This design comes from an exercise in tuning for small area on the open sky130 flow, not from production work. Only simulation tests tie the RTL to the original design; equivalence was not proved. Power and IR drop assume default switching activity.

==> tundra: inputs <==
## counter_peripheral
module counter_peripheral (
    input  logic        clk,
    input  logic        rst_n,
    input  logic        awvalid,
    output logic        awready,
    input  logic [31:0] awaddr,
    input  logic        wvalid,
    output logic        wready,
    input  logic [31:0] wdata,
    input  logic [3:0]  wstrb,
    output logic        bvalid,
    input  logic        bready,
    output logic [1:0]  bresp,
    input  logic        arvalid,
    output logic        arready,
    input  logic [31:0] araddr,
    output logic        rvalid,
    input  logic        rready,
    output logic [31:0] rdata,
    output logic [1:0]  rresp
);
    logic [31:1] ctrl_hi;      
    logic        ctrl0;        
    logic        ctrl_v;       
    logic [31:0] init_val;
    logic        init_v;       
    logic [31:0] count;
    logic        count_v;      
    logic        ctrl_prev;    
    logic        wait_st;
    logic        wa_ctrl, wa_init;    
    logic        rerr;
    wire aw_hi0 = (awaddr[31:4] == 28'd0) && (awaddr[1:0] == 2'd0);
    wire aw_c   = aw_hi0 && (awaddr[3:2] == 2'b00);
    wire aw_i   = aw_hi0 && (awaddr[3:2] == 2'b10);
    wire ar_hi0 = (araddr[31:4] == 28'd0) && (araddr[1:0] == 2'd0);
    wire ar_c   = ar_hi0 && (araddr[3:2] == 2'b00);
  ...
==> module counter_peripheral, before the edit <==
module counter_peripheral (
    input  logic        clk,
    input  logic        rst_n,
    input  logic        awvalid,
    output logic        awready,
    input  logic [31:0] awaddr,
    input  logic        wvalid,
    output logic        wready,
    input  logic [31:0] wdata,
    input  logic [3:0]  wstrb,
    output logic        bvalid,
    input  logic        bready,
    output logic [1:0]  bresp,
    input  logic        arvalid,
    output logic        arready,
    input  logic [31:0] araddr,
    output logic        rvalid,
    input  logic        rready,
    output logic [31:0] rdata,
    output logic [1:0]  rresp
);
    logic [31:1] ctrl_hi;      
    logic        ctrl0;        
    logic        ctrl_v;       
    logic [31:0] init_val;
    logic        init_v;       
    logic [31:0] count;
    logic        count_v;      
    logic        ctrl_prev;    
    logic        wait_st;
    logic        wa_ctrl, wa_init;    
    logic        rerr;
    wire aw_hi0 = (awaddr[31:4] == 28'd0) && (awaddr[1:0] == 2'd0);
    wire aw_c   = aw_hi0 && (awaddr[3:2] == 2'b00);
    wire aw_i   = aw_hi0 && (awaddr[3:2] == 2'b10);
    wire ar_hi0 = (araddr[31:4] == 28'd0) && (araddr[1:0] == 2'd0);
    wire ar_c   = ar_hi0 && (araddr[3:2] == 2'b00);
    wire ar_n   = ar_hi0 && (araddr[3:2] == 2'b01);
    wire ar_i   = ar_hi0 && (araddr[3:2] == 2'b10);
    wire idle    = !bvalid && !wait_st;
    wire aw_hs   = idle && awvalid && awready;
    wire w_hs    = idle && wvalid && wready;
    wire wr_aw   = wait_st && !awready && awvalid;    
    wire wr_w    = wait_st && !wready && wvalid;      
    wire wr_now  = (aw_hs && w_hs) || wr_aw;          
    wire we_ctrl = (wr_now && aw_c) || (wr_w && wa_ctrl);
    wire we_init = (wr_now && aw_i) || (wr_w && wa_init);
    wire aw_take = aw_hs || wr_aw;
    assign bresp = 2'b00;
    assign rresp = {rerr, 1'b0};
    always_ff @(posedge clk or negedge rst_n) begin
        if (!rst_n) begin
            awready <= 1'b0;
            wready  <= 1'b0;
            bvalid  <= 1'b0;
            wait_st <= 1'b0;
            wa_ctrl <= 1'b1;
            wa_init <= 1'b0;
        end else begin
            if (aw_take) begin
                wa_ctrl <= aw_c;
                wa_init <= aw_i;
            end
            if (bvalid) begin
                if (bready) bvalid <= 1'b0;
            end else if (!wait_st) begin
                if (aw_hs) begin
                    awready <= 1'b0;
                    if (w_hs) begin
                        wready <= 1'b0;
                        bvalid <= 1'b1;
                    end else begin
                        wready  <= 1'b1;
                        wait_st <= 1'b1;
                    end
                end else if (w_hs) begin
                    awready <= 1'b1;
                    wready  <= 1'b0;
                    wait_st <= 1'b1;
                end else begin
                    awready <= 1'b1;
                    wready  <= 1'b1;
                end
            end else if (wr_w) begin
                wready  <= 1'b0;
                bvalid  <= 1'b1;
                wait_st <= 1'b0;
            end else if (wr_aw) begin
                awready <= 1'b0;
                bvalid  <= 1'b1;
                wait_st <= 1'b0;
            end
        end
    end
    always_ff @(posedge clk or negedge rst_n) begin
        if (!rst_n) begin
            ctrl0     <= 1'b0;
            ctrl_v    <= 1'b0;
            init_v    <= 1'b0;
            count_v   <= 1'b0;
            ctrl_prev <= 1'b0;
        end else begin
            ctrl_prev <= ctrl0;
            if (we_ctrl) begin
                ctrl0  <= wdata[0];
                ctrl_v <= 1'b1;
            end
            if (we_init) init_v <= 1'b1;
            if (ctrl0 && !ctrl_prev) count_v <= 1'b1;
        end
    end
    always_ff @(posedge clk) begin
        if (we_ctrl) ctrl_hi <= wdata[31:1];
        if (we_init) init_val <= wdata;
        if (ctrl0) begin
            if (!ctrl_prev) count <= init_v ? init_val : 32'd0;
            else            count <= count + 32'd1;
        end
    end
    always_ff @(posedge clk or negedge rst_n) begin
        if (!rst_n) begin
            arready <= 1'b0;
            rvalid  <= 1'b0;
        end else if (rvalid) begin
            if (rready) rvalid <= 1'b0;
        end else begin
            arready <= 1'b1;
            if (arvalid && arready) begin
                arready <= 1'b0;
                rvalid  <= 1'b1;
            end
        end
    end
    always_ff @(posedge clk) begin
        if (!rvalid) begin
            rerr  <= !(ar_c || ar_n || ar_i);
            rdata <= ({32{ar_c}} & {ctrl_v ? ctrl_hi : 31'd0, ctrl0})
                   | ({32{ar_n && count_v}} & count)
                   | ({32{ar_i && init_v}} & init_val);
        end
    end
endmodule
Settings: LEC_CHECK=0, CAP_MARGIN=20, CORE_MARGIN=2, CORE_UTILIZATION=40, SLEW_MARGIN=20; clock period 4.0 ns.
standard.sh (not shown) runs the stock make flow with config.mk's settings and CLKGATE_MAP_FILE= SYNTH_SCRIPT=/design/flow/synth_recipe.tcl, a recipe that flattens the netlist after the stock synthesis.
==> flow/flow/run.sh <==
#!/bin/bash
# Standard layout with the smallest port buffers (buf_1) and a clock tree without dummy loads.
set -euo pipefail
export BUFFER_PORTS_ARGS="-buffer_cell sky130_fd_sc_hd__buf_1"
export CTS_ARGS='-sink_clustering_enable -repair_clock_nets -dont_use_dummy_load -buf_list "sky130_fd_sc_hd__clkbuf_4 sky130_fd_sc_hd__clkbuf_8"'
bash standard.sh > standard_flow.log 2>&1
==> maple: changes against tundra <==
--- a/flow/design.v
+++ b/flow/design.v
@@ -94,2 +94,4 @@
     end
+    wire load = ctrl0 && !ctrl_prev;    
+    wire inc  = ctrl0 && ctrl_prev;     
     always_ff @(posedge clk or negedge rst_n) begin
@@ -108,12 +110,10 @@
             if (we_init) init_v <= 1'b1;
-            if (ctrl0 && !ctrl_prev) count_v <= 1'b1;
+            if (load) count_v <= 1'b1;
         end
     end
+    wire [31:0] cnt_inc = count + {31'd0, inc};    
     always_ff @(posedge clk) begin
-        if (we_ctrl) ctrl_hi <= wdata[31:1];
-        if (we_init) init_val <= wdata;
-        if (ctrl0) begin
-            if (!ctrl_prev) count <= init_v ? init_val : 32'd0;
-            else            count <= count + 32'd1;
-        end
+        ctrl_hi  <= ({31{we_ctrl}} & wdata[31:1]) | ({31{!we_ctrl}} & ctrl_hi);
+        init_val <= ({32{we_init}} & wdata) | ({32{!we_init}} & init_val);
+        count    <= ({32{load && init_v}} & init_val) | ({32{!load}} & cnt_inc);
     end
@@ -134,8 +134,7 @@
     always_ff @(posedge clk) begin
-        if (!rvalid) begin
-            rerr  <= !(ar_c || ar_n || ar_i);
-            rdata <= ({32{ar_c}} & {ctrl_v ? ctrl_hi : 31'd0, ctrl0})
-                   | ({32{ar_n && count_v}} & count)
-                   | ({32{ar_i && init_v}} & init_val);
-        end
+        rerr  <= (rvalid && rerr) || (!rvalid && !(ar_c || ar_n || ar_i));
+        rdata <= ({32{rvalid}} & rdata)
+               | ({32{!rvalid && ar_c}} & {ctrl_v ? ctrl_hi : 31'd0, ctrl0})
+               | ({32{!rvalid && ar_n && count_v}} & count)
+               | ({32{!rvalid && ar_i && init_v}} & init_val);
     end
==> flow/flow/run.sh (replaced) <==
#!/bin/bash
# Standard layout with the smallest port buffers (buf_1) and a clock tree without dummy loads.
set -euo pipefail
export BUFFER_PORTS_ARGS="-buffer_cell sky130_fd_sc_hd__buf_1"
export CTS_ARGS='-sink_clustering_enable -repair_clock_nets -dont_use_dummy_load -buf_list "sky130_fd_sc_hd__clkbuf_2 sky130_fd_sc_hd__clkbuf_4" -sink_clustering_size 20'
bash standard.sh > standard_flow.log 2>&1
==> run_results.csv <==
group,metric,value,unit
pwr,p_comb_share,8.6,%
timing,tightest_slew,741,ps
route,drt_iter0_markers,247,
status,status,"finished clean",
pwr,ir_drop,0.138,mV
layout,multi_input_area,2090,um^2
global_routing,grt_pass1_vias,4504,
That was maple.
==> run_results.csv <==
group,metric,value,unit
synthesis,synth_area,6090,um^2
timing,tightest_slew,825,ps
pwr,ir_drop,0.290,mV
pwr,p_comb_share,11.2,%
route,drt_iter0_markers,490,
status,status,"finished clean",
layout,multi_input_area,1810,um^2
global_routing,grt_pass1_vias,4356,
That was tundra.

afterwards: timing with drivers on the ports:
Ports are ideal in the flow. The routed layouts listed here were re-timed in OpenROAD.
Step 1: set_driving_cell puts a clkbuf_16 on clk and a buf_2 on each other input, an assumption about the parent block.
Step 2 moves the port delays by t, midway between the first and last clock arrival at a register: inputs arrive t later, outputs are due t later. That takes back most of the time a late clock gives input paths.
a / b / c = ideal / step 1 / step 2; a / b = the first two.
run	t, ns	slack for setup (ns)	worst setup path at the end	worst slew at a driven data input, ns	cell pins on the clock port's net
tundra	0.469	1.535 / 1.545 / 1.076	input to register	0.07	1
maple	0.556	1.567 / 1.567 / 1.123	input to register	0.06	1
After both steps every run listed still meets setup and hold. The setup slack of tundra, which loses most, moves by +0.010 ns with the drivers and by -0.459 ns with both steps.
